What follows belongs to an exercise in optimizing a design on an open flow for small area; a production flow would make more cautious choices. The RTL was checked by simulation tests, not by an equivalence proof against the original design. Power is estimated from default activity; no workload was simulated.

===== flow/run.sh =====
#!/bin/bash
# synth_recipe.tcl (not shown) runs the flow's synth.tcl, then flattens the netlist and writes it again
# the make line also repeats each setting of config.mk as NAME=value (left out here)
make -C /OpenROAD-flow-scripts/flow DESIGN_CONFIG=/design/flow/config.mk WORK_HOME=/design/flow/orfs CLKGATE_MAP_FILE= SYNTH_SCRIPT=/design/flow/synth_recipe.tcl finish

===== flow/config.mk =====
export PLATFORM = sky130hd
export DESIGN_NAME = Project2_top
export DESIGN_NICKNAME = Project2_top
export VERILOG_FILES = /design/flow/design.v
export SDC_FILE = /design/flow/constraint.sdc
export NUM_CORES = 4
export LEC_CHECK = 0
export CAP_MARGIN = 20
export CORE_MARGIN = 2
export CORE_UTILIZATION = 40
export SLEW_MARGIN = 20

===== flow/constraint.sdc =====
create_clock -name core_clock -period 10.0 [get_ports {Clk_10M}]
set_input_delay 2.0000 -clock core_clock [delete_from_list [all_inputs] [get_ports {Clk_10M}]]
set_output_delay 2.0000 -clock core_clock [all_outputs]
set_load 0.01 [all_outputs]

===== flow/design.v =====
module Clock_divider(inClock, reset, tick);
	input inClock;
	input reset;
	output tick;
	reg outClock;
	reg [13:0] countTo;
	assign tick = (countTo == 49) && !outClock;
	always @ (posedge inClock)
	begin
		if(reset)
		begin
			countTo  <= 0;
			outClock <= 0;
		end
		else
		begin
			countTo <= countTo + 1;
			if(countTo == 49)
			begin
				countTo  <= 0;
				outClock <= ~outClock;
			end
		end
	end
endmodule
module LFSR( clock, reset, tick, state, rando);
	input 			  clock;
	input 			  reset;
	input 			  tick;
	input 	  [1:0] state;
	output reg [8:0] rando;
	wire feedback = (rando[8] ^ rando[4]) || (rando == 0);
	always @ (posedge clock)
	begin
		if(reset)
		begin
			rando <= 0;
		end
		else if(tick && state == 1)
		begin
			rando <= {rando[7:0],feedback};
		end
	end
endmodule
module Count_down(clock, reset, tick, start, state, done);
	input    		clock;  
	input    		reset;  
	input    		tick;   
	input    [8:0] start;  
	input    [1:0] state;  
	output reg     done;   
	reg      [8:0] count;     
	always @ (posedge clock)
	begin
		if(reset)
		begin
			count <= 0;
			done  <= 0;
		end
		else if(tick)
		begin
			if(state == 1)
			begin
				count <= start;
			end
			if(state != 2)
			begin
				done <= 0;
			end
			if(state == 2)
			begin
				if(count == 0)
				begin
					done <= 1;
				end
				else
				begin
					count <= count - 1;
				end
			end
		end
	end
endmodule
module Count_up(clock, reset, tick, state, count);
	input             clock;
	input             reset;
	input             tick;
	input 	  [ 1:0] state;
	output reg [19:0] count;
	reg [19:0] next;
	always @ (*)
	begin
		next = count + 1;
		if(next[3:0] == 10)
		begin
			next[3:0] = 0;
			next[7:4] = next[7:4] + 1;
		end
		if(next[7:4] == 10)
		begin
			next[7:4] = 0;
			next[11:8] = next[11:8] + 1;
		end
		if(next[11:8] == 10)
		begin
			next[11: 8] = 0;
			next[15:12] = next[15:12] + 1;
		end
		if(next[15:12] == 10)
		begin
			next[15:12] = 0;
			next[19:16] = next[19:16] + 1;
		end
		if(next[19:16] == 10)
		begin
			next[19:16] = 0;
		end
	end
	always @ (posedge clock)
	begin
		if(reset)
		begin
			count <= 0;
		end
		else if(tick)
		begin
			if(state == 2)
			begin
				count <= 0;
			end
			else if (state == 3)
			begin
				count <= next;
			end
		end
	end
endmodule
module Seven_Seg(
	input [3:0] val,
	input noDecimal,
	input [1:0] enable,
	output reg [7:0] HEXX
	);
	always @ (*)
	begin
		if(enable == 1)
		begin
			case(val)
				0:  HEXX [7:0] = {noDecimal,7'b1000000};
				1:  HEXX [7:0] = {noDecimal,7'b1111001};
				2:  HEXX [7:0] = {noDecimal,7'b0100100};
				3:  HEXX [7:0] = {noDecimal,7'b0110000};
				4:  HEXX [7:0] = {noDecimal,7'b0011001};
				5:  HEXX [7:0] = {noDecimal,7'b0010010};
				6:  HEXX [7:0] = {noDecimal,7'b0000010};
				7:  HEXX [7:0] = {noDecimal,7'b1111000};
				8:  HEXX [7:0] = {noDecimal,7'b0000000};
				9:  HEXX [7:0] = {noDecimal,7'b0010000};
				10: HEXX [7:0] = {noDecimal,7'b0001000};
				11: HEXX [7:0] = {noDecimal,7'b0000011};
				12: HEXX [7:0] = {noDecimal,7'b1000110};
				13: HEXX [7:0] = {noDecimal,7'b0100001};
				14: HEXX [7:0] = {noDecimal,7'b0000110};
				15: HEXX [7:0] = {noDecimal,7'b0001110};
			endcase
		end
		else
		begin
			HEXX [7:0] = 8'b11111111;
		end
	end
endmodule
module Project2_top( Clk_10M, reset, HEX0, HEX1, HEX2, HEX3, HEX4, HEX5, KEY, LEDR, SW);
	input 		      Clk_10M;
	input 		      reset;
	output     [7:0]  HEX0, HEX1, HEX2, HEX3, HEX4, HEX5;
	input	     [1:0]  KEY;
	output     [9:0]  LEDR;
	input      [9:0]  SW;
	reg deltaKEY;
	wire  tick_1K;
	reg  [1:0] state;
	wire [8:0] countdown;
	reg  [2:0] shifted;
	wire endCD;
	reg  [19:0] BCDHighScore;
	wire [19:0] BCDCurrentScore;
	wire [19:0] DISPLAY;
	Clock_divider cdiv1(Clk_10M, reset, tick_1K);
	LFSR rand1(Clk_10M, reset, tick_1K, state, countdown);
	always @ (posedge Clk_10M)
	begin
		if(reset)
		begin
			shifted <= 0;
		end
		else if(!countdown[8])
		begin
			shifted <= countdown[7:5];
		end
	end
	Count_down cdow1(Clk_10M, reset, tick_1K, countdown, state, endCD);
	Count_up   cup1(Clk_10M, reset, tick_1K, state, BCDCurrentScore);
	assign DISPLAY = SW[9] ? BCDHighScore : BCDCurrentScore;
	Seven_Seg SS0(DISPLAY[ 3: 0],1'b1,state,HEX0);
	Seven_Seg SS1(DISPLAY[ 7: 4],1'b1,state,HEX1);
	Seven_Seg SS2(DISPLAY[11: 8],1'b1,state,HEX2);
	Seven_Seg SS3(DISPLAY[15:12],1'b0,state,HEX3);
	Seven_Seg SS4(DISPLAY[19:16],1'b1,state,HEX4);
	Seven_Seg SS5({2'b00,state},1'b1,2'd1,HEX5);
	assign LEDR = (state == 3) ? (10'd1 << shifted) : 10'd0;
	always @ (posedge Clk_10M)
	begin
		if(reset)
		begin
			state    <= 0;
			deltaKEY <= 0;
		end
		else if (!KEY[1])
		begin
			state <= 1;
		end
		else if(state == 0)
		begin
			BCDHighScore <= 99999;
			state <= 1;
		end
		else if(state == 1)
		begin
			if(!KEY[0])
			begin
				deltaKEY <= 1;
			end
			else if(deltaKEY)
			begin
				deltaKEY <= 0;
				state    <= 2;
			end
		end
		else if(state == 2)
		begin
			if(endCD && !(SW & 1 << shifted))
			begin
				state <= 3;
			end
		end
		else if(state == 3)
		begin
			if(SW & 1 << shifted)
			begin
				state <= 1;
				if(BCDHighScore > BCDCurrentScore)
				begin
					if(BCDCurrentScore == 0)
						BCDHighScore <= 99999;
					else
						BCDHighScore <= BCDCurrentScore;
				end
			end
		end
	end
endmodule

==> impl_metrics.env <==
export IMPL_initial_core_util=0.405
export IMPL_cp_required_ns=8.00
export IMPL_drt_first_pass_iters=4
export IMPL_synthesis_area_mm2=0.00639
export IMPL_h_tree_depth=3
export IMPL_final_cells=1110
export IMPL_clock_fmax_ghz=0.152
export IMPL_fillers=1619
export IMPL_start_kind="input pin"
export IMPL_ys_flop_type="dfxtp_1"
export IMPL_whs_ns=0.473
export IMPL_cts_tree="done"
export IMPL_dp_slack_ns=3.44
export IMPL_dp_cells=1094
export IMPL_power_mw=0.789
export IMPL_yosys_warnings=6
export IMPL_grt_overflow_total=0
export IMPL_async_flop_share=0
export IMPL_antenna_found_initial=0
export IMPL_syn_avg_cell_area_um2=7.47
export IMPL_clkLatencyLatePin_ns=0.34
export IMPL_synth_compound_area_frac=0.232
export IMPL_yosysMostFrequentCell="nor2_1"
export IMPL_wire_per_inst_um=13.7
export IMPL_place_area_mm2=0.00710
export IMPL_slowest_stage="mux2i_1"
export IMPL_path_cells="buf_2 > mux2i_1 > nand3_1 > and3_1 > o21ai_0 > clkdlybuf4s50_1"
export IMPL_ioPinCount=72
export IMPL_cts_hold_buf=0
export IMPL_path_class="in -> out"
export IMPL_dieArea_mm2=0.0170
export IMPL_worst_slew_pin_slew_ns=0.970
export IMPL_portBuffers=62
export IMPL_synthSimpleGateAreaFrac=0.270
export IMPL_cts_buffers=9
export IMPL_synthCells=856
export IMPL_post_route_period_util=0.656
export IMPL_design_area_mm2=0.00740
export IMPL_slew_headroom=0.352
export IMPL_grt_pass1_wl_um=25100
export IMPL_die_h_um=130
export IMPL_p_leak_nw=2.49
export IMPL_drt_iter0_drc=219
export IMPL_grt_max_degree=59
export IMPL_yosysUniqueCellTypes=67
export IMPL_hold_violations=0
export IMPL_r2r_setup_slack_ns=5.36
export IMPL_ir_worst_vdd_mv=0.0910
export IMPL_synth_area_top_cells="dfxtp_1 (19%), edfxtp_1 (9.4%), ha_1 (6.9%)"
export IMPL_layout_setup_ws_ns=3.44
export IMPL_synth_edf_count=20
export IMPL_rsz0062_at_grt="no"
export IMPL_rows=46
export IMPL_fin_crit_ns=6.56
export IMPL_avgViaCountPerCell=5.43
export IMPL_arrival_ns=4.56
export IMPL_grtUsageTotal=0.179
export IMPL_synth_fa_ha_area_frac=0.0685
export IMPL_p_per_area_mw_per_mm2=107
export IMPL_cts_root_buf="clkbuf_16"
export IMPL_utilization=0.470
export IMPL_path_clk_slew_ns=0.06
export IMPL_tns_ns=0
export IMPL_finalNetCount=938
export IMPL_drt_total_wl_um=15200
export IMPL_vias=6026
export IMPL_drv_cap=0
export IMPL_synth_top_cell_area_share=0.188
export IMPL_post_cts_buffers=0
export IMPL_cp_max_fo=58
export IMPL_ys_seq_area_frac=0.282
export IMPL_n_antenna_cell=0
export IMPL_grt_pass1_vias=5250
export IMPL_muxShareOfSynthArea=0.0211
export IMPL_maxSlewViolCount=0
export IMPL_critPathMaxStageDelay_ns=0.77
export IMPL_drive_above_1_share=0.0459
export IMPL_postRouteAntennaNets=0
export IMPL_synth_top_family_by_area="simple AND/OR/NAND/NOR gates"
export IMPL_die_w_um=130
export IMPL_area_growth_pct=15.8
export IMPL_drc_errors=0
export IMPL_cts_resized=0
export IMPL_place_gp_congestion=0.862
export IMPL_crit_path_end_kind="output pin"
export IMPL_synth_xor_area_share=0.0679
export IMPL_synthTopCellsByCount="nor2_1 (113), nand2_1 (98), o21ai_0 (61)"
export IMPL_fin_skew_ns=0.00705
export IMPL_cts_sinks=80
export IMPL_yosys_register_bits=80
export IMPL_core_area_mm2=0.0158
export IMPL_setup_violations=0
export IMPL_clk_path_buf_depth=2
export IMPL_synth_top_area_cell="dfxtp_1"
export IMPL_min_path_type="reg -> reg"
export IMPL_run_status="finished clean"
export IMPL_detailed_place_hpwl_um=11200
critical path: cells and delay by family:
family	cells	cell delay, ns
AOI/OAI and AO/OA	1	0.14
buffers and inverters	2	1.18
muxes	1	0.77
and+or+nand+nor	2	0.45
state kept, by name (all words and copies together), names as in the netlist:
signal          count
shifted             3
cdiv1.outClock      1
cup1.count         20
cdow1.count         9
deltaKEY            1
state               2
cdow1.done          1
BCDHighScore       20
cdiv1.countTo      14
rand1.rando         9
routing by layer:
metal / routed length, µm / share of wire / GRT usage / up-vias
li1: - / - / - / 3140
met1: 7440 / 0.49 / 0.250 / 2736
met2: 6910 / 0.45 / 0.290 / 137
met3: 661 / 0.043 / 0.0289 / 13
met4: 188 / 0.012 / 0.0432 / 0
met5: 0 / 0 / 0 / -
worst paths after layout:
| path | start | to | cells past startpoint |
|---|---|---|---|
| max | SW[9] | HEX3[3] | 6 |
| min | cdiv1.outClock$_SDFFE_PP0N_ | cdiv1.outClock$_SDFFE_PP0N_ | 2 |
| max reg2reg | cup1.count[0]$_SDFFE_PP0P_ | cup1.count[18]$_SDFFE_PP0P_ | 12 |
| min reg2reg | cdiv1.outClock$_SDFFE_PP0N_ | cdiv1.outClock$_SDFFE_PP0N_ | 2 |
placed cells by master (no fill, tap or decap), types with 4 or more instances in the layout:
| cell type | synthesis | final |
|---|---|---|
| nor2_1 | 113 | 113 |
| nand2_1 | 98 | 98 |
| clkdlybuf4s50_1 | 0 | 61 |
| o21ai_0 | 61 | 60 |
| dfxtp_1 | 60 | 60 |
| a21oi_1 | 47 | 47 |
| xnor2_1 | 37 | 37 |
| nor3_1 | 34 | 34 |
| ha_1 | 35 | 34 |
| inv_1 | 28 | 28 |
| nand3_1 | 25 | 25 |
| o21a_1 | 21 | 21 |
| edfxtp_1 | 20 | 20 |
| o221ai_1 | 17 | 17 |
| nand2b_1 | 16 | 16 |
| nor4_1 | 12 | 12 |
| o21ai_1 | 11 | 12 |
| a211oi_1 | 12 | 12 |
| nand4_1 | 11 | 11 |
| mux2i_1 | 11 | 11 |
| a21o_1 | 11 | 11 |
| and3_1 | 10 | 10 |
| xor2_1 | 10 | 10 |
| nor2b_1 | 9 | 9 |
| o211ai_1 | 9 | 9 |
| clkbuf_16 | 0 | 9 |
| a31oi_1 | 8 | 8 |
| or3_1 | 8 | 8 |
| conb_1 | 2 | 8 |
| and2_1 | 6 | 6 |
| clkinv_1 | 4 | 4 |
| a221oi_1 | 4 | 4 |
| nor3b_1 | 4 | 4 |
| a22oi_1 | 4 | 4 |
| buf_4 | 10 | 4 |
area by class of cell:
class	count	area, µm²	share of cell area
Timing Repair Buffer	66	646	0.0872
Tap cell	216	270	0.0365
Clock inverter	6	68.8	0.00929
Multi-Input combinational cell	697	4250	0.574
Inverter	35	131	0.0177
Clock buffer	10	239	0.0323
Sequential cell	80	1800	0.243
cell families after synthesis:
group                    Yosys count
buffers and inverters             85
multiplexers                      13
AND/OR/NAND/NOR                  364
other                              2
XOR/XNOR                          48
flip-flops                        80
adder cells (fa/ha/maj)           35
AO/OA/AOI/OAI                    229
power by group:
group / total [mW] / switching, mW / leakage [nW] / internal [mW]
logic: 0.120 / 0.0660 / 1.70 / 0.0541
registers: 0.336 / 0.00257 / 0.635 / 0.334
clock network: 0.332 / 0.131 / 0.149 / 0.201
total: 0.789 / 0.200 / 2.49 / 0.589

## port drivers added, routing unchanged
In the flow no input, the clock included, has a driving cell. The finished layout below was timed again as built, in two steps. Step 1 assumes that a clkbuf_16 drives the clock port and a buf_2 every other input. Step 2 also shifts input and output timing later by t, the mid clock arrival at the registers, as if the neighbouring blocks saw the same clock. Three values: ideal ports, drivers, drivers and shift; two values: the first two.
shift t [ns]: 0.368
slack for setup (ns): 3.438 / 3.410 / 3.410
worst setup path after step 2: input to output
latest minus earliest clock arrival (ns): 0.008 / 0.008
slew at the worst register clock pin (ns): 0.06 / 0.06
After both steps setup and hold are still met in this run. For this run, drivers alone change the setup slack by -0.028 ns; drivers and shift together by -0.028 ns.
